Context: an optimization exercise on an open-source flow, tuned for small area and a short achievable clock period. The choices shown serve that exercise and are no tape-out recipe. At most, simulation tests tie the RTL to the original design; equivalence was not proved. The RTL of runs 2 to 5 was laid out without a check of its function. No activity file was given, so power comes from the tool's default toggle rates.

## flow/flow/run.sh

```bash
#!/bin/bash
# The standard layout (standard.sh, unchanged synthesis), with the port
# buffers made of the smallest buffer cell instead of a delay cell.
set -euo pipefail
bash standard.sh "BUFFER_PORTS_ARGS=-buffer_cell sky130_fd_sc_hd__buf_1" finish > flow_make.log 2>&1
```

## flow/standard.sh

```bash
#!/bin/bash
# synth_recipe.tcl (not shown) runs the flow's synth.tcl, then flattens the netlist and writes it again
# the make line also repeats each setting of config.mk as NAME=value (left out here)
make -C /OpenROAD-flow-scripts/flow DESIGN_CONFIG=/design/flow/config.mk WORK_HOME=/design/flow/orfs CLKGATE_MAP_FILE= SYNTH_SCRIPT=/design/flow/synth_recipe.tcl "${@:-finish}"
```

## flow/config.mk

```make
export PLATFORM = sky130hd
export DESIGN_NAME = ALU_TOP
export DESIGN_NICKNAME = ALU_TOP
export VERILOG_FILES = /design/flow/design.v
export SDC_FILE = /design/flow/constraint.sdc
export NUM_CORES = 4
export LEC_CHECK = 0
export ABC_AREA = 1
export CAP_MARGIN = 20
export CORE_AREA = 10 10 170 170
export CTS_BUF_LIST = sky130_fd_sc_hd__clkbuf_2 sky130_fd_sc_hd__clkbuf_4 sky130_fd_sc_hd__clkbuf_8
export DIE_AREA = 0 0 180 180
export SLEW_MARGIN = 20
```

## flow/constraint.sdc

```tcl
create_clock -name core_clock -period 32.0 [get_ports {CLK}]
set_input_delay 6.4000 -clock core_clock [delete_from_list [all_inputs] [get_ports {CLK}]]
set_output_delay 6.4000 -clock core_clock [all_outputs]
set_load 0.01 [all_outputs]
```

## flow/design.v

```verilog
module FA (
    input  wire a, b, c,
    output wire s, co
);
    assign s  = a ^ b ^ c;
    assign co = (a & b) | (a & c) | (b & c);
endmodule
module ADDSUB8 (
    input  wire [7:0] A, B,
    input  wire       sub,
    output wire [8:0] s
);
    wire [7:0] bx = B ^ {8{sub}};
    wire [8:0] c;
    assign c[0] = sub;
    genvar i;
    generate
        for (i = 0; i < 8; i = i + 1) begin : g
            FA fa (.a(A[i]), .b(bx[i]), .c(c[i]), .s(s[i]), .co(c[i+1]));
        end
    endgenerate
    assign s[8] = c[8];
endmodule
module MUL8 (
    input  wire [7:0]  A, B,
    output wire [15:0] P
);
    wire [15:0] np;
    wire [7:0] ms [0:7];    
    wire [7:0] mc [0:7];    
    genvar i, j;
    generate
        for (j = 0; j < 8; j = j + 1) begin : r0
            assign ms[0][j] = ~(A[j] & B[0]);
            assign mc[0][j] = 1'b1;
        end
        for (i = 1; i < 8; i = i + 1) begin : r
            for (j = 0; j < 8; j = j + 1) begin : c
                wire a = ~(A[j] & B[i]);
                if (j == 7) begin : ed
                    assign ms[i][j] = ~(a ^ mc[i-1][j]);
                    assign mc[i][j] = a | mc[i-1][j];
                end else if (i == 1) begin : top
                    assign ms[i][j] = ~(a ^ ms[i-1][j+1]);
                    assign mc[i][j] = a | ms[i-1][j+1];
                end else begin : full
                    FA fa (.a(a), .b(ms[i-1][j+1]), .c(mc[i-1][j]), .s(ms[i][j]), .co(mc[i][j]));
                end
            end
        end
        for (i = 0; i < 8; i = i + 1) begin : lo
            assign np[i] = ms[i][0];
        end
        wire [8:0] fc;
        assign fc[0] = 1'b1;
        for (j = 0; j < 8; j = j + 1) begin : f
            if (j == 7) begin : last
                assign np[15] = ~(mc[7][j] ^ fc[j]);
            end else begin : mid
                FA fa (.a(ms[7][j+1]), .b(mc[7][j]), .c(fc[j]), .s(np[8+j]), .co(fc[j+1]));
            end
        end
    endgenerate
    assign P = ~np;
endmodule
module DIV8 (
    input  wire [7:0] A, B,
    output wire [7:0] Q
);
    wire [9:0] b1 = {2'b00, B};
    wire [9:0] b2 = {1'b0, B, 1'b0};
    wire [9:0] b3 = b1 + b2;
    wire [7:0] rem [0:4];
    assign rem[4] = A;
    genvar m;
    generate
        for (m = 3; m >= 0; m = m - 1) begin : s
            localparam W = 8 - 2*m;            
            wire [W-1:0] x = rem[m+1][7:2*m];
            wire [W:0] d1 = {1'b0, x} - {1'b0, b1[W-1:0]};
            wire [W:0] d2 = {1'b0, x} - {1'b0, b2[W-1:0]};
            wire [W:0] d3 = {1'b0, x} - {1'b0, b3[W-1:0]};
            wire c1, c2, c3;
            if (W < 10) begin : hz
                assign c1 = ~|b1[9:W] & ~d1[W];
                assign c2 = ~|b2[9:W] & ~d2[W];
                assign c3 = ~|b3[9:W] & ~d3[W];
            end
            assign Q[2*m+1] = c2;
            assign Q[2*m]   = c3 | (c1 & ~c2);
            if (m != 0) begin : r
                wire [W-1:0] nx = c3 ? d3[W-1:0] : c2 ? d2[W-1:0] : c1 ? d1[W-1:0] : x;
                assign rem[m] = {nx, rem[m+1][2*m-1:0]};
            end
        end
    endgenerate
endmodule
module ALU_TOP #(parameter inWidth = 8,
                 parameter outWidth = 16)
(
    input wire [inWidth-1 : 0] A,B,
    input wire [3:0] ALU_FUN,
    input CLK, RST,
    output reg Arith_Enable,Logic_Enable,CMP_Enable,Shift_Enable,
    output wire [outWidth-1:0] Arith_OUT,
    output reg Carry_OUT,Arith_Flag,
    output wire [outWidth-1:0] Logic_OUT,
    output reg Logic_Flag,
    output wire [4-1:0] CMP_OUT,
    output reg CMP_Flag,
    output wire [outWidth-1:0] SHIFT_OUT,
    output reg SHIFT_Flag
);
    wire [1:0] op = ALU_FUN[1:0];
    wire       sub = ~Arith_Enable | op[0];
    wire [8:0] s;
    ADDSUB8 u_addsub (.A(A), .B(B), .sub(sub), .s(s));
    wire borrow = ~s[8];
    wire [15:0] prod;
    MUL8 u_mul (.A(A), .B(B), .P(prod));
    wire [7:0] quo;
    DIV8 u_div (.A(A), .B(B), .Q(quo));
    wire bz = ~|B;
    reg [8:0] arith_lo;    
    reg [6:0] arith_hi;    
    always @* begin
        case (op)
            2'b00: begin arith_lo = s;               arith_hi = 7'd0;         end
            2'b01: begin arith_lo = {borrow, s[7:0]}; arith_hi = {7{borrow}}; end
            2'b10: begin arith_lo = prod[8:0];       arith_hi = prod[15:9];   end
            default: begin arith_lo = {bz, quo};     arith_hi = {7{bz}};      end
        endcase
    end
    reg [15:0] arith_q;
    always @(posedge CLK or negedge RST) begin
        if (!RST) begin
            arith_q   <= 16'd0;
            Carry_OUT <= 1'b0;
        end else if (Arith_Enable) begin
            arith_q   <= {arith_hi, arith_lo};
            Carry_OUT <= (op == 2'b00) & s[8];
        end
    end
    assign Arith_OUT = arith_q;
    reg [7:0] logic_lo;
    reg       logic_hi;
    wire [7:0] lres = (op[0] ? (A | B) : (A & B)) ^ {8{op[1]}};
    always @(posedge CLK or negedge RST) begin
        if (!RST) begin
            logic_lo <= 8'd0;
            logic_hi <= 1'b0;
        end else if (Logic_Enable) begin
            logic_lo <= lres;
            logic_hi <= op[1];
        end
    end
    assign Logic_OUT = {{8{logic_hi}}, logic_lo};
    reg [1:0] cmp_q;
    wire ge = s[8];
    wire eq = ~|s[7:0];
    wire gt = ge & ~eq;
    wire lt = ~ge;
    always @(posedge CLK or negedge RST) begin
        if (!RST)
            cmp_q <= 2'd0;
        else if (CMP_Enable) begin
            cmp_q[0] <= (op == 2'b01) ? eq : (op == 2'b11) ? lt : 1'b0;
            cmp_q[1] <= (op == 2'b10) ? gt : (op == 2'b11) ? lt : 1'b0;
        end
    end
    assign CMP_OUT = {2'b00, cmp_q};
    reg  [8:0] shift_q;
    wire [7:0] sx = op[1] ? B : A;
    always @(posedge CLK or negedge RST) begin
        if (!RST)
            shift_q <= 9'd0;
        else if (Shift_Enable)
            shift_q <= op[0] ? {sx, 1'b0} : {2'b00, sx[7:1]};
    end
    assign SHIFT_OUT = {7'd0, shift_q};
    always @(posedge CLK or negedge RST) begin
        if (!RST) begin
            Arith_Enable <= 1'b0;
            Logic_Enable <= 1'b0;
            CMP_Enable   <= 1'b0;
            Shift_Enable <= 1'b0;
            Arith_Flag   <= 1'b0;
            Logic_Flag   <= 1'b0;
            CMP_Flag     <= 1'b0;
            SHIFT_Flag   <= 1'b0;
        end else begin
            Arith_Enable <= (ALU_FUN[3:2] == 2'b00);
            Logic_Enable <= (ALU_FUN[3:2] == 2'b01);
            CMP_Enable   <= (ALU_FUN[3:2] == 2'b10);
            Shift_Enable <= (ALU_FUN[3:2] == 2'b11);
            Arith_Flag   <= Arith_Enable;
            Logic_Flag   <= Logic_Enable;
            CMP_Flag     <= CMP_Enable;
            SHIFT_Flag   <= Shift_Enable;
        end
    end
endmodule
```

==> results of run 1 <==
-- worst min path at each step --
stage,end,slack (ns),depth (start not counted)
floorplan,Arith_Flag$_DFF_PN0_,0.43,0
global placement,Logic_Flag$_DFF_PN0_,0.42,0
detailed placement,Logic_Flag$_DFF_PN0_,0.44,0
CTS,Logic_Flag$_DFF_PN0_,0.47,0
global route,SHIFT_Flag$_DFF_PN0_,0.48,0
finish,Logic_Flag$_DFF_PN0_,0.46,0
-- per-stage QoR --
step	power [mW]	setup WS, ns	cell area, µm²	hold WS, ns	util (%)
final	0.275	18.80	7250	0.463	28.8
after global routing	0.309	18.08	7240	0.482	28.8
after CTS	0.278	18.74	7240	0.466	28.8
after detailed placement	0.239	18.43	7150	0.436	28.4
after global placement	0.237	18.47	7140	0.423	28.4
after floorplan	0.193	19.21	6610	0.433	-
-- flip-flops by register name, indices dropped and copies added (netlist names) --
| name | count |
|---|---|
| arith_q | 16 |
| Arith_Flag | 1 |
| shift_q | 9 |
| logic_hi | 1 |
| cmp_q | 2 |
| Carry_OUT | 1 |
| Arith_Enable | 1 |
| Logic_Enable | 1 |
| CMP_Flag | 1 |
| logic_lo | 8 |
| SHIFT_Flag | 1 |
| Logic_Flag | 1 |
| Shift_Enable | 1 |
| CMP_Enable | 1 |
-- kinds of logic (layout without fill, tap and decap cells) --
| group | after synthesis | count (layout) |
|---|---|---|
| buffers and inverters | 206 | 257 |
| other | 1 | 11 |
| xor gates and xnor gates | 22 | 22 |
| and+or+nand+nor | 291 | 291 |
| adders and majority gates | 151 | 151 |
| AOI/OAI and AO/OA | 148 | 148 |
| DFF | 45 | 45 |
-- metal layers --
metal,wire length [µm],up-vias,track usage [%]
met5,16,-,0
met4,308,4,2.75
met3,1470,22,2.91
met2,8120,161,18.0
met1,8940,2678,15.5
li1,-,2806,-
-- cells in the mapped netlist, drive strengths merged (6+ instances only) --
master | count | area share (%)
nand2 | 207 | 12
inv | 163 | 9.3
ha | 88 | 17
fa | 63 | 19
o21ai | 58 | 4.6
a21oi | 54 | 4.1
nor2 | 50 | 3.0
dfrtp | 45 | 17
nand3 | 21 | 1.8
clkbuf | 19 | 1.1
buf | 18 | 2.0
xor2 | 17 | 2.4
o211ai | 8 | 0.91
a211oi | 7 | 0.80
clkinv | 6 | 0.36
-- worst max-delay path: cells and delay by family --
kind	cells	cell delay, ns
adders and majority gates	4	1.37
AOI/OAI and AO/OA	20	2.75
and+or+nand+nor	13	1.54
buffers and inverters	6	1.33
-- power by group --
group	switching, mW	leakage [nW]	internal [mW]
registers	0.00676	0.550	0.0664
logic	0.101	3.27	0.0629
clock network	0.0223	0.0448	0.0158
-- final cells by class --
type	instances	area (µm²)
clock inverter	3	25.0
inverter	169	636
sequential	45	1130
multi-input combinational	621	4640
timing repair buffer	80	330
clock buffer	5	68.8
tap	330	413
fill	2761	17900
antenna	2	5.00
==> summary.txt, run 1 <==
Clock tree
  • Post-CTS Repair Setup Buffers: 0
  • Cts hold-fix bufs: 0
  • Root buffer cell: clkbuf_8
  • PostCTS Resize Cnt: 0
  • Clk slew on worst S/H paths: about 0.11 ns
  • Inserted Clock Buffers: 5
  • H-Tree Depth: 2
  • CTS tree: built
  • Clock Latency Late Sink: roughly 0.32 ns
  • Clk buf depth: 2
  • # clock sinks: 45

Worst setup path
  • R2R Path Start: Arith_Enable$_DFF_PN0_
  • CP max stage delay: ~0.65 ns
  • Crit Reg-Reg Endpoint: cmp_q[1]$_DFFE_PN0P_
  • WP data arrival: 13.41 ns
  • Crit-path max FO: 16
  • Worst-case reg-to-reg path depth: 14
  • Type of the worst setup path: in -> reg
  • CP endpoint: arith_q[0]$_DFFE_PN0P_
  • Most frequent cell on the critical path: nand2_1
  • FF-to-FF setup slack: roughly 26 ns
  • Critical Path Source: B[7]
  • Type of origin of the critical path: primary input
  • Critical Path RT: between 30 and 40 ns
  • CP max-delay cell: buf_1
  • Critical path endpoint category: flop

Synth
  • Register area share after synthesis: 17.1%
  • Largest family of logic cells by synthesized area: adder cells
  • Compound-Gate Fraction of Synth Area: about 13%
  • Multiplexer area fraction after synthesis: 0%
  • Mean Syn Cell Area: 7.61 µm²
  • Syn Inst Count: 864
  • Cell Area, Synth: about 6600 µm²
  • Synth warn: 3
  • Async S/R FF share, synth: between 90% and 100%
  • Synth Area in Adders: ~36%
  • Most used DFF post-synth: dfrtp_1
  • Simple-gate share of the synthesized area: 18.2%
  • EDFF count, synth: 0
  • Synth unique cells: 44
  • FF+latch count, synth: 45
  • Synth Area in XOR/XNOR: 3.04%

Floorplanning
  • Cell Rows: 58
  • Die width: ~180 µm
  • Initial Utilization: between 20% and 30%
  • Die Area: about 32000 µm²
  • Die height: roughly 180 µm
  • CORE AREA: around 25000 µm²
  • IO Count: just over 80

Global routing
  • Vias in the first global route: roughly 5800
  • Gr ovfl total: 0
  • First-pass GRT wire length: 31.1 mm
  • GRT Overall Usage: 11.5%
  • Largest net degree at the start of global routing: between 40 and 50
  • Initial antenna violation count: 4

Route
  • Avg WL per Cell: 15.0 µm
  • Pre-antenna DRT Iters: 5
  • Initial DRC Count: between 300 and 400
  • Drc violations: 0
  • Vias: about 5700
  • Antenna-violating nets left: 0
  • Drt total wl: approximately 19 mm
  • Avg Vias per Cell: 4.52

Timing
  • RSZ-0062 raised after global routing: no
  • Final Hold Fails: 0
  • Clk_skew: between 0.01 and 0.015 ns
  • Fmax: 75.7 MHz
  • Setup_tns: 0 ns
  • Tcrit/Tclk final: 41.3%
  • Slew HR: 40.4%
  • Final Max Slew Viols: 0
  • Tmin final: about 13 ns
  • Slew @ Worst Pin: 0.894 ns
  • Final Setup Violations: 0

Layout
  • Commonest non-fill, non-tap cell in the layout: nand2_1
  • Most frequent cells in the layout: nand2_1 (200), inv_1 (162), ha_1 (88)
  • Final net count: roughly 1100
  • Layout area overhead: 10.2%
  • Share of cells above drive strength 1: 3.90%
  • Final instance count without filler cells: roughly 1300

Place
  • Hpwl dp: between 15 and 20 mm
  • Post-Place Cells: ~1200
  • GPL Wtd Cong: about 0.90
  • Buffers on Ports: between 70 and 80

Pwr
  • Lkg Pwr: 3.87 nW
  • Maximum vdd ir drop: approximately 28 µV
  • Pwr per Cell Area: between 30 and 40 nW/µm²

Worst hold path
  • Hold wc startpoint: Logic_Enable$_DFF_PN0_
  • Hold crit path type: reg -> reg

Flow run
  • MaxCap Viol Count: 0

Outcome
  • Run status: complete, no violations
==> run 2, diff against run 1 <==
--- a/flow/design.v
+++ b/flow/design.v
@@ -26,41 +26,163 @@
     output wire [15:0] P
 );
-    wire [15:0] np;
-    wire [7:0] ms [0:7];    
-    wire [7:0] mc [0:7];    
-    genvar i, j;
-    generate
-        for (j = 0; j < 8; j = j + 1) begin : r0
-            assign ms[0][j] = ~(A[j] & B[0]);
-            assign mc[0][j] = 1'b1;
-        end
-        for (i = 1; i < 8; i = i + 1) begin : r
-            for (j = 0; j < 8; j = j + 1) begin : c
-                wire a = ~(A[j] & B[i]);
-                if (j == 7) begin : ed
-                    assign ms[i][j] = ~(a ^ mc[i-1][j]);
-                    assign mc[i][j] = a | mc[i-1][j];
-                end else if (i == 1) begin : top
-                    assign ms[i][j] = ~(a ^ ms[i-1][j+1]);
-                    assign mc[i][j] = a | ms[i-1][j+1];
-                end else begin : full
-                    FA fa (.a(a), .b(ms[i-1][j+1]), .c(mc[i-1][j]), .s(ms[i][j]), .co(mc[i][j]));
-                end
-            end
-        end
-        for (i = 0; i < 8; i = i + 1) begin : lo
-            assign np[i] = ms[i][0];
-        end
-        wire [8:0] fc;
-        assign fc[0] = 1'b1;
-        for (j = 0; j < 8; j = j + 1) begin : f
-            if (j == 7) begin : last
-                assign np[15] = ~(mc[7][j] ^ fc[j]);
-            end else begin : mid
-                FA fa (.a(ms[7][j+1]), .b(mc[7][j]), .c(fc[j]), .s(np[8+j]), .co(fc[j+1]));
-            end
-        end
-    endgenerate
-    assign P = ~np;
+    wire pp0_0 = ~(A[0] & B[0]);
+    wire pp0_1 = ~(A[1] & B[0]);
+    wire pp0_2 = ~(A[2] & B[0]);
+    wire pp0_3 = ~(A[3] & B[0]);
+    wire pp0_4 = ~(A[4] & B[0]);
+    wire pp0_5 = ~(A[5] & B[0]);
+    wire pp0_6 = ~(A[6] & B[0]);
+    wire pp0_7 = ~(A[7] & B[0]);
+    wire pp1_0 = ~(A[0] & B[1]);
+    wire pp1_1 = ~(A[1] & B[1]);
+    wire pp1_2 = ~(A[2] & B[1]);
+    wire pp1_3 = ~(A[3] & B[1]);
+    wire pp1_4 = ~(A[4] & B[1]);
+    wire pp1_5 = ~(A[5] & B[1]);
+    wire pp1_6 = ~(A[6] & B[1]);
+    wire pp1_7 = ~(A[7] & B[1]);
+    wire pp2_0 = ~(A[0] & B[2]);
+    wire pp2_1 = ~(A[1] & B[2]);
+    wire pp2_2 = ~(A[2] & B[2]);
+    wire pp2_3 = ~(A[3] & B[2]);
+    wire pp2_4 = ~(A[4] & B[2]);
+    wire pp2_5 = ~(A[5] & B[2]);
+    wire pp2_6 = ~(A[6] & B[2]);
+    wire pp2_7 = ~(A[7] & B[2]);
+    wire pp3_0 = ~(A[0] & B[3]);
+    wire pp3_1 = ~(A[1] & B[3]);
+    wire pp3_2 = ~(A[2] & B[3]);
+    wire pp3_3 = ~(A[3] & B[3]);
+    wire pp3_4 = ~(A[4] & B[3]);
+    wire pp3_5 = ~(A[5] & B[3]);
+    wire pp3_6 = ~(A[6] & B[3]);
+    wire pp3_7 = ~(A[7] & B[3]);
+    wire pp4_0 = ~(A[0] & B[4]);
+    wire pp4_1 = ~(A[1] & B[4]);
+    wire pp4_2 = ~(A[2] & B[4]);
+    wire pp4_3 = ~(A[3] & B[4]);
+    wire pp4_4 = ~(A[4] & B[4]);
+    wire pp4_5 = ~(A[5] & B[4]);
+    wire pp4_6 = ~(A[6] & B[4]);
+    wire pp4_7 = ~(A[7] & B[4]);
+    wire pp5_0 = ~(A[0] & B[5]);
+    wire pp5_1 = ~(A[1] & B[5]);
+    wire pp5_2 = ~(A[2] & B[5]);
+    wire pp5_3 = ~(A[3] & B[5]);
+    wire pp5_4 = ~(A[4] & B[5]);
+    wire pp5_5 = ~(A[5] & B[5]);
+    wire pp5_6 = ~(A[6] & B[5]);
+    wire pp5_7 = ~(A[7] & B[5]);
+    wire pp6_0 = ~(A[0] & B[6]);
+    wire pp6_1 = ~(A[1] & B[6]);
+    wire pp6_2 = ~(A[2] & B[6]);
+    wire pp6_3 = ~(A[3] & B[6]);
+    wire pp6_4 = ~(A[4] & B[6]);
+    wire pp6_5 = ~(A[5] & B[6]);
+    wire pp6_6 = ~(A[6] & B[6]);
+    wire pp6_7 = ~(A[7] & B[6]);
+    wire pp7_0 = ~(A[0] & B[7]);
+    wire pp7_1 = ~(A[1] & B[7]);
+    wire pp7_2 = ~(A[2] & B[7]);
+    wire pp7_3 = ~(A[3] & B[7]);
+    wire pp7_4 = ~(A[4] & B[7]);
+    wire pp7_5 = ~(A[5] & B[7]);
+    wire pp7_6 = ~(A[6] & B[7]);
+    wire pp7_7 = ~(A[7] & B[7]);
+    wire s1, c2;
+    wire s3, c4;
+    wire s6, c7;
+    wire s8, c9;
+    wire s11, c12;
+    wire s13, c14;
+    wire s16, c17;
+    wire s18, c19;
+    wire s21, c22;
+    wire s23, c24;
+    wire s26, c27;
+    wire s29, c30;
+    wire s32, c33;
+    wire s35, c36;
+    wire s38, c39;
+    wire s41, c42;
+    wire s44, c45;
+    wire s47, c48;
+    wire s50, c51;
+    wire s53, c54;
+    wire s56, c57;
+    wire s58, c59;
+    wire s61, c62;
+    wire s64, c65;
+    wire s67, c68;
+    wire s70, c71;
+    wire s73, c74;
+    wire s76, c77;
+    wire s79, c80;
+    wire s82, c83;
+    wire s85, c86;
+    wire s87, c88;
+    wire s90, c91;
+    wire s93, c94;
+    wire s96, c97;
+    wire s99, c100;
+    wire s102, c103;
+    wire s105, c106;
+    wire s108, c109;
+    wire s111, c112;
+    wire s114, c115;
+    wire s117, c118;
+    assign s1 = ~(pp0_6 ^ pp1_5);
+    assign c2 = pp0_6 | pp1_5;
+    FA u5 (.a(pp0_7), .b(pp1_6), .c(pp2_5), .s(s3), .co(c4));
+    assign s6 = ~(pp3_4 ^ pp4_3);
+    assign c7 = pp3_4 | pp4_3;
+    FA u10 (.a(pp1_7), .b(pp2_6), .c(pp3_5), .s(s8), .co(c9));
+    assign s11 = ~(pp4_4 ^ pp5_3);
+    assign c12 = pp4_4 | pp5_3;
+    FA u15 (.a(pp2_7), .b(pp3_6), .c(pp4_5), .s(s13), .co(c14));
+    assign s16 = ~(pp0_4 ^ pp1_3);
+    assign c17 = pp0_4 | pp1_3;
+    FA u20 (.a(pp0_5), .b(pp1_4), .c(pp2_3), .s(s18), .co(c19));
+    assign s21 = ~(pp3_2 ^ pp4_1);
+    assign c22 = pp3_2 | pp4_1;
+    FA u25 (.a(s1), .b(pp2_4), .c(pp3_3), .s(s23), .co(c24));
+    FA u28 (.a(pp4_2), .b(pp5_1), .c(pp6_0), .s(s26), .co(c27));
+    FA u31 (.a(c2), .b(s3), .c(s6), .s(s29), .co(c30));
+    FA u34 (.a(pp5_2), .b(pp6_1), .c(pp7_0), .s(s32), .co(c33));
+    FA u37 (.a(c4), .b(c7), .c(s8), .s(s35), .co(c36));
+    FA u40 (.a(s11), .b(pp6_2), .c(pp7_1), .s(s38), .co(c39));
+    FA u43 (.a(c9), .b(c12), .c(s13), .s(s41), .co(c42));
+    FA u46 (.a(pp5_4), .b(pp6_3), .c(pp7_2), .s(s44), .co(c45));
+    FA u49 (.a(c14), .b(pp3_7), .c(pp4_6), .s(s47), .co(c48));
+    FA u52 (.a(pp5_5), .b(pp6_4), .c(pp7_3), .s(s50), .co(c51));
+    FA u55 (.a(pp4_7), .b(pp5_6), .c(pp6_5), .s(s53), .co(c54));
+    assign s56 = ~(pp0_3 ^ pp1_2);
+    assign c57 = pp0_3 | pp1_2;
+    FA u60 (.a(s16), .b(pp2_2), .c(pp3_1), .s(s58), .co(c59));
+    FA u63 (.a(c17), .b(s18), .c(s21), .s(s61), .co(c62));
+    FA u66 (.a(c19), .b(c22), .c(s23), .s(s64), .co(c65));
+    FA u69 (.a(c24), .b(c27), .c(s29), .s(s67), .co(c68));
+    FA u72 (.a(c30), .b(c33), .c(s35), .s(s70), .co(c71));
+    FA u75 (.a(c36), .b(c39), .c(s41), .s(s73), .co(c74));
+    FA u78 (.a(c42), .b(c45), .c(s47), .s(s76), .co(c77));
+    FA u81 (.a(c48), .b(c51), .c(s53), .s(s79), .co(c80));
+    FA u84 (.a(c54), .b(pp5_7), .c(pp6_6), .s(s82), .co(c83));
+    assign s85 = ~(pp0_2 ^ pp1_1);
+    assign c86 = pp0_2 | pp1_1;
+    FA u89 (.a(s56), .b(pp2_1), .c(pp3_0), .s(s87), .co(c88));
+    FA u92 (.a(c57), .b(s58), .c(pp4_0), .s(s90), .co(c91));
+    FA u95 (.a(c59), .b(s61), .c(pp5_0), .s(s93), .co(c94));
+    FA u98 (.a(c62), .b(s64), .c(s26), .s(s96), .co(c97));
+    FA u101 (.a(c65), .b(s67), .c(s32), .s(s99), .co(c100));
+    FA u104 (.a(c68), .b(s70), .c(s38), .s(s102), .co(c103));
+    FA u107 (.a(c71), .b(s73), .c(s44), .s(s105), .co(c106));
+    FA u110 (.a(c74), .b(s76), .c(s50), .s(s108), .co(c109));
+    FA u113 (.a(c77), .b(s79), .c(pp7_4), .s(s111), .co(c112));
+    FA u116 (.a(c80), .b(s82), .c(pp7_5), .s(s114), .co(c115));
+    FA u119 (.a(c83), .b(pp6_7), .c(pp7_6), .s(s117), .co(c118));
+    wire [15:0] x = {1'b1, c118, c115, c112, c109, c106, c103, c100, c97, c94, c91, c88, c86, s85, pp0_1, pp0_0};
+    wire [15:0] y = {1'b1, pp7_7, s117, s114, s111, s108, s105, s102, s99, s96, s93, s90, s87, pp2_0, pp1_0, 1'b1};
+    wire [16:0] t = {x, 1'b1} + {y, 1'b1};
+    assign P = ~t[16:1];
 endmodule
 module DIV8 (
==> run 2 against run 1 <==
  * Still clean
  * Clock power increased by 4%
  * Final area rose by 4.5%
  * Clock skew grew 0.0093 ns
  * Die area is the same
  * Setup slack better by 0.57 ns
==> summary.txt, run 2 <==
Synth
  • Async S/R FF share, synth: 100% (unchanged)
  • Synth unique cells: 50 (+14%)
  • Most used DFF post-synth: dfrtp_1
  • Most frequent cell after synthesis: nand2_1
  • Syn Inst Count: 935 (+8.2%)
  • Top cells by area, synth: ha_1 (18%), dfrtp_1 (16%), fa_1 (15%)
  • Mean Syn Cell Area: 7.33 µm² (-3.7%)
  • Register area share after synthesis: 16.4% (-0.69 points)
  • Cell Area, Synth: 6850 µm² (+4.2%)
  • Post-synth top area cell: ha_1
  • Synth top area share: 18.1% (-1.1 points)
  • EDFF count, synth: 0 (unchanged)
  • FF+latch count, synth: 45 (unchanged)
  • Synth warn: 2 (-1)
  • Synth top cells by count: nand2_1 (222), inv_1 (165), ha_1 (99)

Timing
  • Slew @ Worst Pin: 1.01 ns (+0.116 ns)
  • Setup_tns: 0 ns (unchanged)
  • Slew HR: 32.4% (-8.0 points)
  • Clk_skew: 0.0220 ns (+0.00926 ns)
  • Final Setup Violations: 0 (unchanged)
  • Final Max Slew Viols: 0 (unchanged)
  • Tmin final: 12.63 ns (-0.569 ns)
  • Final Hold Fails: 0 (unchanged)
  • Fmax: 79.2 MHz (+4.5%)
  • Tcrit/Tclk final: 39.5% (-1.8 points)
  • RSZ-0062 raised after global routing: no

Worst setup path
  • Critical Path RT: 32.22 ns (about the same)
  • CP max stage delay: 0.57 ns (-0.08 ns)
  • WP data arrival: 12.85 ns (-0.56 ns)
  • Type of the worst setup path: in -> reg
  • Type of origin of the critical path: primary input
  • Critical Path Source: B[1]
  • Critical path endpoint category: flop
  • Most frequent cell on the critical path: nand2_1
  • CP max-delay cell: fa_1
  • R2R Path Start: Arith_Enable$_DFF_PN0_
  • Crit-path max FO: 15 (-1)

Layout
  • Fillers: 2728 (-1.2%)
  • Largest reg by FF count: arith_q
  • Share of cells above drive strength 1: 4.60% (+0.70 points)
  • Final net count: 1173 (+7.1%)
  • Most frequent cells in the layout: nand2_1 (222), inv_1 (165), ha_1 (99)
  • Number of flip-flops in the largest register: 16 (unchanged)
  • Layout area overhead: 10.5%
  • Final core utilization: 30.1% (+1.3 points)
  • Commonest non-fill, non-tap cell in the layout: nand2_1
  • Biggest regs: arith_q (16), shift_q (9), logic_lo (8)

Global routing
  • Gr ovfl total: 0 (unchanged)
  • Vias in the first global route: 6015 (+4.0%)
  • GRT Overall Usage: 12.2% (+0.69 points)
  • Initial antenna violation count: 2 (-2)
  • Largest net degree at the start of global routing: 46 (unchanged)
  • First-pass GRT wire length: 32.7 mm (+5.0%)

Worst hold path
  • Hold wc startpoint: CMP_Enable$_DFF_PN0_
  • Hold crit path type: reg -> reg

Outcome
  • Run status: complete, no violations

Flow run
  • MaxCap Viol Count: 0 (unchanged)

Route
  • Pre-antenna DRT Iters: 5 (unchanged)
  • Antenna-violating nets left: 0 (unchanged)
  • Avg WL per Cell: 15.5 µm (+3.0%)
  • Avg Vias per Cell: 4.66 (+3.2%)
  • Initial DRC Count: 436 (+35%)
  • Drt total wl: 20.6 mm (+9.4%)
  • Vias: 6217 (+9.6%)
  • Drc violations: 0 (unchanged)

Clock tree
  • Cts hold-fix bufs: 0 (unchanged)
  • CTS tree: built
  • PostCTS Resize Cnt: 0 (unchanged)
  • H-Tree Depth: 2 (unchanged)
  • Clock Latency Late Sink: 0.33 ns (about the same)
  • Clk slew on worst S/H paths: 0.12 ns (about the same)
  • Root buffer cell: clkbuf_8
  • # clock sinks: 45 (unchanged)
  • Clk buf depth: 2 (unchanged)
  • Post-CTS Repair Setup Buffers: 0 (unchanged)
  • Inserted Clock Buffers: 5 (unchanged)

Floorplanning
  • Die height: 180 µm (unchanged)
  • Die Area: 32400 µm² (unchanged)
  • Initial Utilization: 27.2% (+1.1 points)
  • CORE AREA: 25200 µm² (unchanged)
  • Die width: 180 µm (unchanged)
  • IO Count: 83 (unchanged)
  • Cell Rows: 58 (unchanged)

Pwr
  • Maximum vdd ir drop: 26.0 µV (-5.7%)
  • Pwr per Cell Area: 41.4 nW/µm² (+9.3%)
  • Lkg Pwr: 3.97 nW (+2.8%)

Place
  • GPL Wtd Cong: 0.920 (+2.2%)
  • Buffers on Ports: 73 (unchanged)
  • Hpwl dp: 16.5 mm (+6.8%)
==> run 2: cells by family after synthesis <==
kind of cell	count (synthesis)	synth area share, %
DFF	45	16.4
and+or+nand+nor	354	21.9
AOI/OAI and AO/OA	151	13.0
xor gates and xnor gates	23	2.94
buffers and inverters	210	12.5
other	1	0.0547
adders and majority gates	151	33.3
==> run 2: cell type report <==
type                       count  area (µm²)  share of cell area (%)
antenna                        2        5.00                  0.0661
timing repair buffer          88         388                    5.12
inverter                     172         646                    8.52
multi-input combinational    688        4900                    64.7
tap                          330         413                    5.45
clock inverter                 3        25.0                   0.330
clock buffer                   5        68.8                   0.908
sequential                    45        1130                    14.9
==> run 2: layer usage <==
layer	up-vias	part of all wire (%)	global-route usage, %
met1	2914	45	16.0
li1	3085	-	-
met5	-	0	0
met2	199	46	20.2
met4	0	1.6	2.65
met3	19	7.3	2.39
==> run 2: final timing paths <==
kind	slack (ns)	cells past startpoint	to
setup / recovery	19.37	41	arith_q[0]$_DFFE_PN0P_
max in group asynchronous	25.40	2	shift_q[6]$_DFFE_PN0P_
setup reg to reg	26.62	12	arith_q[12]$_DFFE_PN0P_
hold / removal	0.49	0	CMP_Flag$_DFF_PN0_
min in group asynchronous	6.15	2	arith_q[12]$_DFFE_PN0P_
hold reg to reg	0.49	0	CMP_Flag$_DFF_PN0_
==> run 2: report_power, final <==
group          internal, mW  switching, mW  leakage (nW)
Clock                0.0158         0.0238        0.0448
Sequential           0.0661        0.00630         0.549
Combinational        0.0765          0.125          3.38
==> run 2: metrics by stage <==
| stage | power (mW) | hold WS (ns) | cell area, µm² | cells | setup WS [ns] |
|---|---|---|---|---|---|
| final | 0.314 | 0.489 | 7570 | 1333 | 19.37 |
| after global routing | 0.346 | 0.514 | 7570 | 1331 | 18.68 |
| after CTS | 0.316 | 0.494 | 7570 | 1331 | 19.43 |
| after detailed placement | 0.275 | 0.468 | 7480 | 1323 | 19.06 |
| after global placement | 0.273 | 0.447 | 7480 | 1323 | 19.22 |
| after floorplan | 0.222 | 0.433 | 6880 | 943 | 20.05 |
==> run 2: worst max-delay path, delay by kind of cell <==
kind	cells	cell delay, ns
compound gates	13	1.79
xor+xnor	1	0.21
simple gates	16	1.74
fa+ha+maj	4	1.62
buf+inv	7	1.06
==> run 3, diff against run 2 <==
--- a/flow/config.mk
+++ b/flow/config.mk
@@ -12,2 +12,4 @@
 export DIE_AREA = 0 0 180 180
 export SLEW_MARGIN = 20
+export SYNTH_HIERARCHICAL = 1
+export SYNTH_MINIMUM_KEEP_SIZE = 0
==> run 3 against run 2 <==
  * Still clean on timing, DRC and antenna
  * Final area is 3.4% higher
  * Via count is 6.5% higher
  * Non-clock buffer count is 1 lower
==> summary.txt, run 3 <==
Clock tree
  • CTS tree: built
  • PostCTS Resize Cnt: 0 (unchanged)
  • H-Tree Depth: 2 (unchanged)
  • Root buffer cell: clkbuf_8
  • Inserted Clock Buffers: 5 (unchanged)
  • Post-CTS Repair Setup Buffers: 0 (unchanged)
  • Clock Latency Late Sink: 0.31 ns (-0.02 ns)
  • Clk slew on worst S/H paths: 0.10 ns (-0.02 ns)
  • Cts hold-fix bufs: 0 (unchanged)
  • # clock sinks: 45 (unchanged)
  • Clk buf depth: 2 (unchanged)

Layout
  • Biggest regs: arith_q (16), shift_q (9), logic_lo (8)
  • Layout area overhead: 8.83%
  • Share of cells above drive strength 1: 6.39% (+1.8 points)
  • Number of flip-flops in the largest register: 16 (unchanged)
  • Most frequent cells in the layout: nand2_1 (312), inv_1 (144), ha_1 (84)
  • Commonest non-fill, non-tap cell in the layout: nand2_1
  • Antenna cells: 0 (-2)
  • Largest reg by FF count: arith_q
  • Final net count: 1237 (+5.5%)

Floorplanning
  • Cell Rows: 58 (unchanged)
  • Die height: 180 µm (unchanged)
  • CORE AREA: 25200 µm² (unchanged)
  • Die width: 180 µm (unchanged)
  • Initial Utilization: 28.6% (+1.4 points)
  • IO Count: 83 (unchanged)
  • Die Area: 32400 µm² (unchanged)

Worst setup path
  • FF-to-FF setup slack: 26.85 ns (+0.23 ns)
  • Worst-case reg-to-reg path depth: 17 (+5)
  • Critical Path Source: B[6]
  • CP endpoint: arith_q[0]$_DFFE_PN0P_
  • R2R Path Start: Arith_Enable$_DFF_PN0_
  • Type of origin of the critical path: primary input
  • Crit Reg-Reg Endpoint: cmp_q[1]$_DFFE_PN0P_
  • WP data arrival: 13.32 ns (+0.47 ns)
  • CP max stage delay: 0.73 ns (+0.16 ns)
  • Type of the worst setup path: in -> reg
  • Crit-path max FO: 18 (+3)
  • Critical path endpoint category: flop
  • Most frequent cell on the critical path: nand2_1
  • Critical Path RT: 32.20 ns (-0.02 ns)
  • CP max-delay cell: buf_1

Place
  • GPL Wtd Cong: 0.917 (-0.40%)
  • Hpwl dp: 16.0 mm (-3.2%)
  • Setup WS pre-CTS: 18.64 ns (-0.417 ns)
  • Buffers on Ports: 73 (unchanged)

Synth
  • Synth warn: 8 (+6)
  • FF+latch count, synth: 45 (unchanged)
  • Register area share after synthesis: 15.6% (-0.79 points)
  • Syn Inst Count: 1024 (+9.5%)
  • Top cells by area, synth: nand2_1 (16%), dfrtp_1 (16%), fa_1 (15%)
  • Post-synth top area cell: nand2_1
  • Most used DFF post-synth: dfrtp_1
  • Cell Area, Synth: 7200 µm² (+5.0%)
  • Mean Syn Cell Area: 7.03 µm² (-4.1%)
  • Synth top cells by count: nand2_1 (312), inv_1 (144), ha_1 (84)
  • Most frequent cell after synthesis: nand2_1
  • EDFF count, synth: 0 (unchanged)
  • Synth top area share: 16.3% (-1.8 points)
  • Synth unique cells: 52 (+4.0%)
  • Async S/R FF share, synth: 100% (unchanged)

Timing
  • Slew HR: 32.1% (-0.32 points)
  • Fmax: 76.2 MHz (-3.7%)
  • Clk_skew: 0.00567 ns (-0.0164 ns)
  • Final worst slack: 18.88 ns (-0.490 ns)
  • Slew @ Worst Pin: 1.02 ns (+0.00861 ns)
  • Setup_tns: 0 ns (unchanged)
  • Final Setup Violations: 0 (unchanged)
  • Tcrit/Tclk final: 41.0% (+1.5 points)
  • Final Hold Fails: 0 (unchanged)
  • Final Max Slew Viols: 0 (unchanged)
  • RSZ-0062 raised after global routing: no
  • Tmin final: 13.12 ns (+0.490 ns)

Global routing
  • GRT Overall Usage: 12.5% (+0.34 points)
  • Gr ovfl total: 0 (unchanged)
  • Vias in the first global route: 6712 (+12%)
  • First-pass GRT wire length: 34.4 mm (+5.3%)
  • Largest net degree at the start of global routing: 46 (unchanged)
  • Initial antenna violation count: 0 (-2)

Pwr
  • Pwr per Cell Area: 43.9 nW/µm² (+6.1%)
  • Maximum vdd ir drop: 18.3 µV (-30%)
  • Lkg Pwr: 3.98 nW (+0.21%)

Route
  • Drt total wl: 20.5 mm (-0.37%)
  • Avg Vias per Cell: 4.70 (+0.78%)
  • Drc violations: 0 (unchanged)
  • Avg WL per Cell: 14.6 µm (-5.7%)
  • Pre-antenna DRT Iters: 5 (unchanged)
  • Antenna-violating nets left: 0 (unchanged)
  • Initial DRC Count: 433 (-0.69%)
  • Vias: 6623 (+6.5%)

Worst hold path
  • Hold crit path type: reg -> reg

Flow run
  • MaxCap Viol Count: 0 (unchanged)

Outcome
  • Run status: complete, no violations
==> run 3: cell types whose count changed in the layout (fill, tap and decap cells not counted), sizes merged, moves of 7 or more <==
cell	previous run	this run
inv	168	150
a21boi	1	8
ha	99	84
a21oi	60	50
o211ai	14	7
nand2	228	327
nor2	62	88
nand3	42	55
==> run 3: per-module statistics from Yosys, one instance, submodules excluded <==
module / cell area, µm² / times used / cells
ALU_TOP: 2450 / 1 / 314
DIV8: 2430 / 1 / 363
MUL8: 1310 / 1 / 269
ADDSUB8: 143 / 1 / 35
FA: 20.0 / 43 / 1
==> run 3: critical path, delay by kind of cell <==
kind | cells | cell delay [ns]
AO/OA/AOI/OAI | 13 | 2.49
AND/OR/NAND/NOR | 16 | 1.75
adder cells (fa/ha/maj) | 4 | 1.40
buffers and inverters | 5 | 1.27
==> run 3: area by class of cell <==
type                       count  area, µm²
tap                          330        413
sequential                    45       1130
clock inverter                 2       38.8
inverter                     153        583
multi-input combinational    786       5220
fill                        2736      17300
timing repair buffer          87        380
clock buffer                   6       76.3
==> run 3: per-layer routing <==
layer  GRT usage [%]  share of wire [%]
met1            16.4                 46
met2            21.6                 48
met3            1.22                4.1
met4            3.11                1.7
met5               0                  0
==> run 3: metrics by stage <==
stage	hold slack, ns	utilization (%)	total power [mW]	instances	instance area (µm²)
floorplan	0.433	-	0.244	1032	7230
global placement	0.439	30.7	0.297	1401	7720
detailed placement	0.441	30.7	0.299	1401	7720
CTS	0.460	31.1	0.346	1409	7830
global route	0.487	31.1	0.384	1409	7830
finish	0.459	31.1	0.344	1409	7830
==> run 3: cells by family (layout without fill, tap and decap cells) <==
| kind of cell | after synthesis | after routing | share of synthesized area [%] |
|---|---|---|---|
| other | 1 | 9 | 0.0521 |
| buffers and inverters | 201 | 248 | 12.3 |
| xor gates and xnor gates | 22 | 22 | 2.78 |
| DFF | 45 | 45 | 15.6 |
| AOI/OAI and AO/OA | 131 | 131 | 10.7 |
| adders and majority gates | 137 | 137 | 29.3 |
| and+or+nand+nor | 487 | 487 | 29.2 |
==> run 3: how the worst min path moves through the flow <==
stage                      startpoint              endpoint  depth (start not counted)  slack (ns)
3_3_place_gp     CMP_Enable$_DFF_PN0_    CMP_Flag$_DFF_PN0_                          0        0.44
2_1_floorplan  Arith_Enable$_DFF_PN0_  Arith_Flag$_DFF_PN0_                          0        0.43
4_1_cts          CMP_Enable$_DFF_PN0_    CMP_Flag$_DFF_PN0_                          0        0.46
6_report         CMP_Enable$_DFF_PN0_    CMP_Flag$_DFF_PN0_                          0        0.46
5_1_grt          CMP_Enable$_DFF_PN0_    CMP_Flag$_DFF_PN0_                          0        0.49
3_5_place_dp     CMP_Enable$_DFF_PN0_    CMP_Flag$_DFF_PN0_                          0        0.44
==> run 3: where the power goes <==
group	leakage [nW]	internal, mW	total (mW)	switching [mW]
sequential	0.545	0.0663	0.0724	0.00617
clock	0.0588	0.0243	0.0459	0.0216
combinational	3.38	0.0839	0.226	0.142
total	3.98	0.174	0.344	0.170
==> run 4, diff against run 3 <==
==> flow/flow/run.sh (replaced) <==
#!/bin/bash
set -euo pipefail
bash standard.sh "BUFFER_PORTS_ARGS=-buffer_cell sky130_fd_sc_hd__buf_1" SETUP_SLACK_MARGIN=19.6 SETUP_MOVE_SEQUENCE=sizeup,swap finish > flow_make.log 2>&1
--- a/flow/config.mk
+++ b/flow/config.mk
@@ -12,4 +12,2 @@
 export DIE_AREA = 0 0 180 180
 export SLEW_MARGIN = 20
-export SYNTH_HIERARCHICAL = 1
-export SYNTH_MINIMUM_KEEP_SIZE = 0
==> run 4 against run 3 <==
  * Still clean on timing, DRC and antenna
  * Final cell count is 5.4% lower
  * Non-clock buffer count up 1
  * Critical path depth increased by 2
  * Register-to-register slack lost 0.26 ns
  * Die area unchanged
  * Via count fell by 5.9%
  * Final area grew 0.65%
  * Wire length is 2.1% higher
  * Critical path type unchanged
  * Largest power group unchanged
==> summary.txt, run 4 <==
Clock tree
  • Inserted Clock Buffers: 5 (unchanged)
  • # clock sinks: 45 (unchanged)
  • Clock Latency Late Sink: 0.33 ns (+0.02 ns)
  • Post-CTS Repair Setup Buffers: 0 (unchanged)
  • Clk slew on worst S/H paths: 0.11 ns (about the same)
  • Root buffer cell: clkbuf_8
  • Cts hold-fix bufs: 0 (unchanged)
  • H-Tree Depth: 2 (unchanged)
  • Clk buf depth: 2 (unchanged)
  • CTS tree: built

Route
  • Drt total wl: 21.0 mm (+2.1%)
  • Avg Vias per Cell: 4.68 (-0.52%)
  • DR WL met3: 1.41 mm (+66%)
  • Initial DRC Count: 467 (+7.9%)
  • Avg WL per Cell: 15.7 µm (+8.0%)
  • Wire length on met2: 9.76 mm (-1.1%)
  • Antenna-violating nets left: 0 (unchanged)
  • Vias: 6233 (-5.9%)
  • Post-route met1 wirelength: 9.45 mm (-0.36%)
  • Drc violations: 0 (unchanged)
  • Pre-antenna DRT Iters: 4 (-1)
  • Uppermost layer routed: met4

Global routing
  • Largest net degree at the start of global routing: 46 (unchanged)
  • GRT Overall Usage: 12.2% (-0.35 points)
  • Gr ovfl total: 0 (unchanged)
  • Initial antenna violation count: 2 (+2)
  • Vias in the first global route: 6012 (-10%)
  • First-pass GRT wire length: 32.6 mm (-5.2%)

Worst hold path
  • Hold crit path type: reg -> reg
  • Hold depth: 1 (+1)

Floorplanning
  • Die height: 180 µm (unchanged)
  • Initial Utilization: 27.2% (-1.4 points)
  • Die width: 180 µm (unchanged)
  • Cell Rows: 58 (unchanged)
  • IO Count: 83 (unchanged)
  • CORE AREA: 25200 µm² (unchanged)
  • Die Area: 32400 µm² (unchanged)

Layout
  • Largest reg by FF count: arith_q
  • Most frequent cells in the layout: nand2_1 (212), inv_1 (159), ha_1 (86)
  • Layout area overhead: 15.1%
  • Commonest non-fill, non-tap cell in the layout: nand2_1
  • Biggest regs: arith_q (16), shift_q (9), logic_lo (8)
  • Share of cells above drive strength 1: 8.99% (+2.6 points)
  • Number of flip-flops in the largest register: 16 (unchanged)
  • Finished layout cell area: 7890 µm² (+0.65%)
  • Final net count: 1173 (-5.2%)

Worst setup path
  • Top delay family on crit path: compound AO/OA/AOI/OAI gates
  • Critical Path RT: 32.21 ns (about the same)
  • Buf/Inv on CP: 7 (+2)
  • Crit-path max FO: 14 (-4)
  • Most frequent cell on the critical path: nand2_1
  • Worst path depth: 40 (+5.3%)
  • Type of origin of the critical path: primary input
  • WP data arrival: 12.35 ns (-0.97 ns)
  • Type of the worst setup path: in -> reg
  • CP max-delay cell: fa_2
  • Worst-case reg-to-reg path depth: 12 (-5)
  • CP max stage delay: 0.53 ns (-0.20 ns)
  • Critical path endpoint category: flop

Synth
  • FF+latch count, synth: 45 (unchanged)
  • Register area share after synthesis: 16.4% (+0.79 points)
  • Synth warn: 2 (-6)
  • Cell Area, Synth: 6850 µm² (-4.8%)
  • Async S/R FF share, synth: 100% (unchanged)
  • Synth unique cells: 50 (-3.8%)
  • Syn Inst Count: 935 (-8.7%)
  • Synth top cells by count: nand2_1 (222), inv_1 (165), ha_1 (99)
  • EDFF count, synth: 0 (unchanged)
  • Most used DFF post-synth: dfrtp_1
  • Most frequent cell after synthesis: nand2_1
  • Top cells by area, synth: ha_1 (18%), dfrtp_1 (16%), fa_1 (15%)
  • Synth top area share: 18.1% (+1.8 points)
  • Mean Syn Cell Area: 7.33 µm² (+4.3%)
  • Post-synth top area cell: ha_1

Timing
  • Tcrit/Tclk final: 37.9% (-3.1 points)
  • Clk_skew: 0.0204 ns (+0.0148 ns)
  • Slew HR: 33.9% (+1.8 points)
  • Slew @ Worst Pin: 0.988 ns (-0.0303 ns)
  • Tmin final: 12.14 ns (-0.985 ns)
  • Fmax: 82.4 MHz (+8.1%)
  • Final Max Slew Viols: 0 (unchanged)
  • RSZ-0062 raised after global routing: yes
  • Final Setup Violations: 0 (unchanged)
  • Setup_tns: 0 ns (unchanged)
  • Final Hold Fails: 0 (unchanged)

Pwr
  • Lkg Pwr: 3.99 nW (+0.20%)
  • Reg power frac: 22.5% (+1.5 points)
  • Clock power frac: 12.3% (-1.1 points)
  • Gate power share: 65.2% (-0.4 points)
  • Maximum vdd ir drop: 26.1 µV (+43%)
  • Pwr per Cell Area: 40.8 nW/µm² (-7.2%)
  • P_sw: 159 µW (-6.4%)
  • Switching power share of the total: 49.4% (+0.096 points)
  • Internal Power: 163 µW (-6.8%)

Place
  • DP Area: 7480 µm² (-3.1%)
  • Hpwl dp: 16.5 mm (+3.3%)
  • GPL Wtd Cong: 0.920 (+0.40%)
  • Buffers on Ports: 73 (unchanged)

Outcome
  • Run status: complete, no violations

Flow run
  • MaxCap Viol Count: 0 (unchanged)
## run 4: logic make-up after synthesis
logic type,share of synthesized area [%]
fa+ha+maj,33.3
flops,16.4
buf+inv,12.5
simple gates,21.9
compound gates,13.0
xor+xnor,2.94
other cells,0.0547
## run 4: metal layers
metal | global-route usage, % | vias to the layer above
li1 | - | 3082
met1 | 16.0 | 2944
met2 | 20.1 | 182
met3 | 2.39 | 25
met4 | 2.75 | 0
met5 | 0 | -
## run 4: path summary, 6_finish.rpt
check / startpoint / end / slack (ns)
hold / removal: cmp_q[0]$_DFFE_PN0P_ / cmp_q[0]$_DFFE_PN0P_ / 0.49
hold reg to reg: cmp_q[0]$_DFFE_PN0P_ / cmp_q[0]$_DFFE_PN0P_ / 0.49
min in group asynchronous: RST / arith_q[12]$_DFFE_PN0P_ / 6.15
setup reg to reg: Arith_Enable$_DFF_PN0_ / arith_q[12]$_DFFE_PN0P_ / 26.59
setup / recovery: B[2] / arith_q[0]$_DFFE_PN0P_ / 19.86
max in group asynchronous: RST / shift_q[6]$_DFFE_PN0P_ / 25.40
## run 4: layout make-up
class	instances	area (µm²)
Inverter	172	659
Antenna cell	2	5.00
Timing Repair Buffer	88	399
Tap cell	330	413
Multi-Input combinational cell	688	5190
Sequential cell	45	1130
Clock buffer	5	68.8
Fill cell	2695	17300
Clock inverter	3	25.0
## run 4: repair_timing
item,in CTS,in global routing
gates resized for setup,7,49
setup endpoints to repair,2,2
pin swaps,0,14
## run 4: per-stage QoR
step	util (%)	total power, mW	setup slack [ns]	std cells	hold slack, ns
after floorplan	-	0.222	20.05	943	0.433
after global placement	29.7	0.273	19.22	1323	0.447
after global routing	31.3	0.354	19.41	1331	0.514
after detailed placement	29.7	0.275	19.06	1323	0.468
after CTS	30.2	0.316	19.60	1331	0.494
final	31.3	0.322	19.86	1333	0.494
## run 4: power groups by stage
stage / logic (mW) / registers, mW / clock network, mW
floorplan: 0.145 / 0.0767 / 0
global placement: 0.200 / 0.0735 / 0
detailed placement: 0.202 / 0.0735 / 0
CTS: 0.203 / 0.0725 / 0.0409
global route: 0.238 / 0.0736 / 0.0430
finish: 0.210 / 0.0724 / 0.0396
==> run 5, diff against run 4 <==
==> flow/flow/run.sh (replaced) <==
#!/bin/bash
set -euo pipefail
bash standard.sh "BUFFER_PORTS_ARGS=-buffer_cell sky130_fd_sc_hd__buf_1" SETUP_SLACK_MARGIN=20.5 SETUP_MOVE_SEQUENCE=sizeup,swap finish > flow_make.log 2>&1
==> run 5 against run 4 <==
  * First-iteration DRC count increased by 4.3%
  * Sequential power hardly changed
  * Total power grew 6.0%
  * Setup slack gained 0.27 ns
  * Clock skew fell by 0.0080 ns
  * Final cell count decreased by 0.30%
  * Via count grew 0.90%
  * Non-clock buffer count down 2
  * Critical path depth fell by 5
  * Combinational power rose by 6%
  * Worst hold slack worse by 0.025 ns
  * Critical path type unchanged
  * Largest cell class unchanged
  * Largest power group unchanged
==> summary.txt, run 5 <==
Worst setup path
  • FF-to-FF setup slack: 26.75 ns (+0.16 ns)
  • Crit Reg-Reg Endpoint: arith_q[9]$_DFFE_PN0P_
  • Most frequent cell on the critical path: nand2_2
  • Top delay family on crit path: compound AO/OA/AOI/OAI gates
  • Crit-path max FO: 15 (+1)
  • Critical Path RT: 32.19 ns (-0.02 ns)
  • Buf/Inv on CP: 6 (-1)
  • Type of the worst setup path: in -> reg
  • CP endpoint: arith_q[0]$_DFFE_PN0P_
  • Critical path endpoint category: flop
  • CP max-delay cell: fa_1
  • Worst-case reg-to-reg path depth: 12 (unchanged)
  • CP max stage delay: 0.46 ns (-0.07 ns)
  • R2R Path Start: Arith_Enable$_DFF_PN0_
  • Type of origin of the critical path: primary input
  • WP data arrival: 12.06 ns (-0.29 ns)
  • Critical Path Source: B[1]
  • Worst path depth: 35 (-13%)

Layout
  • Layout area overhead: 19.6%
  • Antenna cells: 0 (-2)
  • Final net count: 1171 (-0.17%)
  • Share of cells above drive strength 1: 13.1% (+4.1 points)
  • Fillers: 2661 (-1.3%)
  • Largest reg by FF count: arith_q
  • Biggest regs: arith_q (16), shift_q (9), logic_lo (8)
  • Finished layout cell area: 8190 µm² (+3.9%)
  • Number of flip-flops in the largest register: 16 (unchanged)
  • Commonest non-fill, non-tap cell in the layout: nand2_1
  • Register Area: 1130 µm² (unchanged)
  • Most frequent cells in the layout: nand2_1 (203), inv_1 (151), ha_1 (79)
  • Area of the multi-input gates: 5410 µm² (+4.3%)

Clock tree
  • CTS tree: built
  • Clk buf depth: 2 (unchanged)
  • Clk slew on worst S/H paths: 0.10 ns (about the same)
  • Root buffer cell: clkbuf_8
  • Clock Latency Late Sink: 0.32 ns (about the same)
  • Post-CTS Repair Setup Buffers: 0 (unchanged)
  • Inserted Clock Buffers: 5 (unchanged)
  • H-Tree Depth: 2 (unchanged)
  • # clock sinks: 45 (unchanged)

Route
  • Drt total wl: 21.6 mm (+3.2%)
  • Drc violations: 0 (unchanged)
  • Pre-antenna DRT Iters: 8 (+4)
  • Initial DRC Count: 487 (+4.3%)
  • Uppermost layer routed: met4
  • Wire length on met2: 9.70 mm (-0.55%)
  • Avg Vias per Cell: 4.73 (+1.2%)
  • DR WL met3: 1.39 mm (-1.1%)
  • Avg WL per Cell: 16.3 µm (+3.5%)
  • Vias: 6289 (+0.90%)
  • Antenna-violating nets left: 0 (unchanged)
  • Post-route met1 wirelength: 10.2 mm (+8.3%)

Synth
  • EDFF count, synth: 0 (unchanged)
  • Synth warn: 2 (unchanged)
  • Syn Inst Count: 935 (unchanged)
  • Async S/R FF share, synth: 100% (unchanged)
  • Top cells by area, synth: ha_1 (18%), dfrtp_1 (16%), fa_1 (15%)
  • Synth top cells by count: nand2_1 (222), inv_1 (165), ha_1 (99)
  • Most used DFF post-synth: dfrtp_1
  • Mean Syn Cell Area: 7.33 µm² (unchanged)
  • Synth top area share: 18.1% (unchanged)
  • Register area share after synthesis: 16.4% (unchanged)
  • Synth unique cells: 50 (unchanged)
  • Post-synth top area cell: ha_1
  • FF+latch count, synth: 45 (unchanged)
  • Cell Area, Synth: 6850 µm² (unchanged)
  • Most frequent cell after synthesis: nand2_1

Timing
  • Slew HR: 48.4% (+14 points)
  • Setup_tns: 0 ns (unchanged)
  • Final Hold Fails: 0 (unchanged)
  • Fmax: 84.2 MHz (+2.2%)
  • Final Max Slew Viols: 0 (unchanged)
  • RSZ-0062 raised after global routing: yes
  • Tcrit/Tclk final: 37.1% (-0.83 points)
  • Final Setup Violations: 0 (unchanged)
  • Tmin final: 11.87 ns (-0.265 ns)
  • Slew @ Worst Pin: 0.775 ns (-0.214 ns)
  • Clk_skew: 0.0125 ns (-0.00798 ns)

Floorplanning
  • Initial Utilization: 27.2% (unchanged)
  • Die Area: 32400 µm² (unchanged)
  • Die width: 180 µm (unchanged)
  • CORE AREA: 25200 µm² (unchanged)
  • IO Count: 83 (unchanged)
  • Die height: 180 µm (unchanged)
  • Cell Rows: 58 (unchanged)

Place
  • DP Area: 7550 µm² (+1.1%)
  • GPL Wtd Cong: 0.921 (about the same)
  • Hpwl dp: 17.1 mm (+3.5%)
  • Buffers on Ports: 73 (unchanged)

Global routing
  • Vias in the first global route: 6188 (+2.9%)
  • GRT Overall Usage: 13.0% (+0.82 points)
  • First-pass GRT wire length: 34.6 mm (+6.1%)
  • Largest net degree at the start of global routing: 46 (unchanged)
  • Gr ovfl total: 0 (unchanged)
  • Initial antenna violation count: 0 (-2)

Pwr
  • Lkg Pwr: 4.05 nW (+1.5%)
  • Pwr per Cell Area: 41.6 nW/µm² (+2.0%)
  • Maximum vdd ir drop: 21.7 µV (-17%)

Outcome
  • Run status: complete, no violations

Flow run
  • MaxCap Viol Count: 0 (unchanged)

Worst hold path
  • Hold crit path type: reg -> reg
-- run 5: worst min-delay path by stage --
stage,startpoint,to,slack (ns),cells past startpoint
3_5_place_dp,Logic_Enable$_DFF_PN0_,Logic_Flag$_DFF_PN0_,0.45,0
4_1_cts,Logic_Enable$_DFF_PN0_,Logic_Flag$_DFF_PN0_,0.48,0
3_3_place_gp,Logic_Enable$_DFF_PN0_,Logic_Flag$_DFF_PN0_,0.45,0
2_1_floorplan,Arith_Enable$_DFF_PN0_,Arith_Flag$_DFF_PN0_,0.43,0
6_report,Logic_Enable$_DFF_PN0_,Logic_Flag$_DFF_PN0_,0.47,0
5_1_grt,Logic_Enable$_DFF_PN0_,Logic_Flag$_DFF_PN0_,0.50,0
-- run 5: kinds of logic after synthesis --
| kind of cell | Yosys count | share of synthesized area, % |
|---|---|---|
| AO/OA/AOI/OAI | 151 | 13.0 |
| XOR/XNOR | 23 | 2.94 |
| adder cells (fa/ha/maj) | 151 | 33.3 |
| buffers and inverters | 210 | 12.5 |
| flip-flops | 45 | 16.4 |
| other | 1 | 0.0547 |
| AND/OR/NAND/NOR | 354 | 21.9 |
-- run 5: per-stage QoR --
step	utilization (%)	hold WS [ns]	setup slack (ns)	total power, mW	cells
after detailed placement	30.0	0.455	19.00	0.279	1321
after floorplan	-	0.433	20.52	0.224	943
after CTS	31.7	0.476	20.16	0.336	1329
after global routing	32.5	0.499	19.76	0.376	1329
final	32.5	0.468	20.13	0.341	1329
after global placement	30.0	0.447	19.21	0.277	1321
-- run 5: area by class of cell --
| class | instances | share of cell area (%) |
|---|---|---|
| inverters | 172 | 8.17 |
| repair buffers | 86 | 5.59 |
| clock inverters | 2 | 0.473 |
| clock buffers | 6 | 0.931 |
| flip-flops and latches | 45 | 13.7 |
| well taps | 330 | 5.04 |
| multi-input cells | 688 | 66.1 |
-- run 5: power by group --
part           internal (mW)  switching, mW  leakage, nW
clock                 0.0243         0.0220       0.0588
sequential            0.0661        0.00634        0.549
combinational         0.0869          0.135         3.44
total                  0.177          0.163         4.05
-- run 5: what timing repair did --
| action | CTS | global route |
|---|---|---|
| hold endpoints to repair | 0 | 0 |
| hold buffers | 0 | 0 |
| resized for setup | 69 | 49 |
| pin swaps | 26 | 28 |
| setup endpoints to repair | 2 | 2 |
-- run 5: layer usage --
layer,vias to the layer above,global-route usage [%]
li1,3085,-
met1,2981,18.3
met2,204,20.6
met3,19,1.67
met4,0,3.01
met5,-,0
==> run 6, diff against run 5 <==
--- a/flow/design.v
+++ b/flow/design.v
@@ -183,6 +183,14 @@
     wire [15:0] x = {1'b1, c118, c115, c112, c109, c106, c103, c100, c97, c94, c91, c88, c86, s85, pp0_1, pp0_0};
     wire [15:0] y = {1'b1, pp7_7, s117, s114, s111, s108, s105, s102, s99, s96, s93, s90, s87, pp2_0, pp1_0, 1'b1};
-    wire [16:0] t = {x, 1'b1} + {y, 1'b1};
-    assign P = ~t[16:1];
+    wire [16:0] fc;
+    wire [15:0] ns;
+    assign fc[0] = 1'b1;
+    genvar k;
+    generate
+        for (k = 0; k < 16; k = k + 1) begin : cpa
+            FA fa (.a(x[k]), .b(y[k]), .c(fc[k]), .s(ns[k]), .co(fc[k+1]));
+        end
+    endgenerate
+    assign P = ~ns;
 endmodule
 module DIV8 (
==> flow/flow/run.sh (replaced) <==
#!/bin/bash
# The standard layout (standard.sh) with two changes:
#  - synthesis leaves adders to ABC instead of mapping them to the library's
#    full/half-adder cells (ADDER_MAP_FILE empty); registers are unchanged;
#  - the port buffers are the smallest buffer cell instead of a delay cell.
# Each tool's full output is in flow_make.log and orfs/logs/.
set -euo pipefail
bash standard.sh ADDER_MAP_FILE= "BUFFER_PORTS_ARGS=-buffer_cell sky130_fd_sc_hd__buf_1" finish > flow_make.log 2>&1
==> run 6 against run 5 <==
  * Final cell count grew 13%
  * Maximum frequency grew 15%
  * Highest routed layer unchanged
  * First-iteration DRC count grew 26%
  * Non-clock buffer count is the same
  * Clock skew shrank 0.0014 ns
  * Synthesized cell count grew 20%
  * Final area shrank 14%
  * Wire length shrank 3.5%
  * Sequential power shrank 2%
==> summary.txt, run 6 <==
Global routing
  • Initial antenna violation count: 0 (unchanged)
  • Largest net degree at the start of global routing: 46 (unchanged)
  • Vias in the first global route: 6521 (+5.4%)
  • GRT Overall Usage: 12.4% (-0.63 points)
  • Gr ovfl total: 0 (unchanged)
  • First-pass GRT wire length: 34.0 mm (-1.9%)

Place
  • GPL Wtd Cong: 0.941 (+2.1%)
  • Hpwl dp: 16.9 mm (-1.1%)
  • Buffers on Ports: 73 (unchanged)

Timing
  • Setup_tns: 0 ns (unchanged)
  • Final Max Slew Viols: 0 (unchanged)
  • Tcrit/Tclk final: 32.2% (-4.9 points)
  • RSZ-0062 raised after global routing: no
  • Final Setup Violations: 0 (unchanged)
  • Final Hold Fails: 0 (unchanged)
  • Fmax: 97.1 MHz (+15%)
  • Slew HR: 44.8% (-3.5 points)
  • Clk_skew: 0.0111 ns (-0.00138 ns)

Route
  • Antenna-violating nets left: 0 (unchanged)
  • Avg WL per Cell: 13.9 µm (-14%)
  • Drc violations: 0 (unchanged)
  • Drt total wl: 20.9 mm (-3.5%)
  • Avg Vias per Cell: 4.71 (-0.56%)
  • Initial DRC Count: 616 (+26%)
  • Vias: 7054 (+12%)

Synth
  • Most used DFF post-synth: dfrtp_1
  • Synth unique cells: 56 (+12%)
  • Synth top cells by count: nand2_1 (385), inv_1 (113), nor2_1 (99)
  • EDFF count, synth: 0 (unchanged)
  • Mean Syn Cell Area: 5.81 µm² (-21%)
  • Cell Area, Synth: 6490 µm² (-5.2%)
  • Top cells by area, synth: nand2_1 (22%), dfrtp_1 (17%), inv_1 (6.5%)
  • Synth top area share: 22.3% (+4.2 points)
  • Register area share after synthesis: 17.3% (+0.91 points)
  • Synth warn: 2 (unchanged)
  • Async S/R FF share, synth: 100% (unchanged)
  • Most frequent cell after synthesis: nand2_1
  • Syn Inst Count: 1118 (+20%)

Worst setup path
  • Critical Path RT: 32.26 ns (+0.07 ns)
  • Critical Path Source: B[0]
  • CP max stage delay: 0.27 ns (-0.19 ns)
  • WP data arrival: 10.55 ns (-1.51 ns)
  • Type of origin of the critical path: primary input
  • R2R Path Start: Arith_Enable$_DFF_PN0_
  • CP max-delay cell: buf_4
  • Critical path endpoint category: flop

Layout
  • Register Area: 1130 µm² (unchanged)
  • Antenna cells: 0 (unchanged)
  • Largest reg by FF count: arith_q
  • Most frequent cells in the layout: nand2_1 (385), inv_1 (113), nor2_1 (99)
  • Fillers: 2840 (+6.7%)
  • Area of the multi-input gates: 4560 µm² (-16%)
  • Share of cells above drive strength 1: 10.4% (-2.8 points)

Floorplanning
  • Cell Rows: 58 (unchanged)
  • CORE AREA: 25200 µm² (unchanged)
  • Initial Utilization: 25.8% (-1.4 points)
  • IO Count: 83 (unchanged)
  • Die Area: 32400 µm² (unchanged)
  • Die width: 180 µm (unchanged)

Outcome
  • Run status: complete, no violations

Clock tree
  • Inserted Clock Buffers: 5 (unchanged)
  • Root buffer cell: clkbuf_8
  • # clock sinks: 45 (unchanged)
  • CTS tree: built
  • H-Tree Depth: 2 (unchanged)
  • Post-CTS Repair Setup Buffers: 0 (unchanged)
  • PostCTS Resize Cnt: 0 (-100%)
  • Clk buf depth: 2 (unchanged)

Pwr
  • Pwr per Cell Area: 35.2 nW/µm² (-15%)
  • Lkg Pwr: 3.65 nW (-9.9%)
  • Maximum vdd ir drop: 21.0 µV (-3.3%)
-- run 6: cell types whose count changed in the layout (fill, tap and decap cells not counted), moves of 9 or more --
cell and change:
ha_1 -79, nand2_2 +17, xor2_1 +32, o21ai_0 +43
inv_2 +9, a21oi_1 -16, nand2_1 +182, o21ai_1 +13
nor2_1 +41, ha_4 -18, nand3_1 +18, inv_1 -38
xnor2_1 +12, fa_1 -51
-- run 6: worst paths after layout --
check	endpoint	slack [ns]	depth (start not counted)
max in group asynchronous	logic_lo[1]$_DFFE_PN0P_	25.43	2
worst min-delay path	Logic_Flag$_DFF_PN0_	0.45	0
worst max-delay path	arith_q[0]$_DFFE_PN0P_	21.70	40
worst min register to register	Logic_Flag$_DFF_PN0_	0.45	0
min in group asynchronous	logic_lo[7]$_DFFE_PN0P_	6.17	2
worst max register to register	arith_q[7]$_DFFE_PN0P_	27.82	18
-- run 6: power breakdown --
part / switching (mW) / internal (mW)
Combinational: 0.0943 / 0.0465
Sequential: 0.00560 / 0.0653
Clock: 0.0221 / 0.0158
Total: 0.122 / 0.128
-- run 6: per-layer routing --
| layer | track usage (%) | up-vias | routed length (µm) |
|---|---|---|---|
| met4 | 2.32 | 0 | 197 |
| met5 | 0 | - | 0 |
| met3 | 2.37 | 19 | 1640 |
| li1 | - | 3622 | - |
| met2 | 19.0 | 224 | 8930 |
| met1 | 17.6 | 3189 | 10100 |
-- run 6: cells by family after synthesis --
group / after synthesis / synth area share [%]
flip-flops: 45 / 17.3
buffers and inverters: 186 / 12.8
AO/OA/AOI/OAI: 190 / 17.2
other: 1 / 0.0577
AND/OR/NAND/NOR: 627 / 43.0
XOR/XNOR: 67 / 9.27
adder cells (fa/ha/maj): 2 / 0.308
-- run 6: final cells by class --
cell class | instances | area share [%]
timing repair buffer | 86 | 5.27
multi-input combinational | 895 | 64.5
tap | 330 | 5.83
clock buffer | 5 | 0.972
sequential | 45 | 15.9
inverter | 135 | 7.19
clock inverter | 3 | 0.353
-- run 6: per-stage QoR --
step / std cells / hold slack (ns) / cell area, µm² / setup slack, ns / total power, mW
after CTS: 1499 / 0.456 / 7080 / 21.75 / 0.252
after global routing: 1499 / 0.476 / 7080 / 21.22 / 0.275
after floorplan: 1126 / 0.433 / 6520 / 22.56 / 0.179
final: 1499 / 0.446 / 7080 / 21.70 / 0.250
after global placement: 1491 / 0.432 / 6990 / 21.43 / 0.211
after detailed placement: 1491 / 0.432 / 6990 / 21.45 / 0.213
-- run 6: worst max-delay path: cells and delay by family --
kind                   cells  cell delay (ns)
AND/OR/NAND/NOR           33             3.05
AO/OA/AOI/OAI              3             0.39
buffers and inverters      4             0.67

-- port drivers added, routing unchanged --
No port has a modelled driver above. Below, the same layouts with a new extraction and two added sets of constraints.
Step 1 sets driving cells, clkbuf_16 on the clock port and buf_2 on the other inputs (assumed; they add their load-dependent delay and slew).
Step 2 also shifts input and output timing later by t, the mid clock arrival at the registers, as if the neighbouring blocks saw the same clock.
Three values: no drivers, after step 1, after step 2; two values: the first two.
run	t, ns	slack for setup (ns)
run 1	0.343	18.798 / 18.780 / 18.437
run 2	0.357	19.368 / 19.381 / 19.024
run 3	0.340	18.878 / 18.866 / 18.526
run 4	0.357	19.863 / 19.843 / 19.486
run 5	0.343	20.128 / 20.121 / 19.778
run 6	0.340	21.702 / 21.703 / 21.363
After both steps every run listed still meets setup and hold.
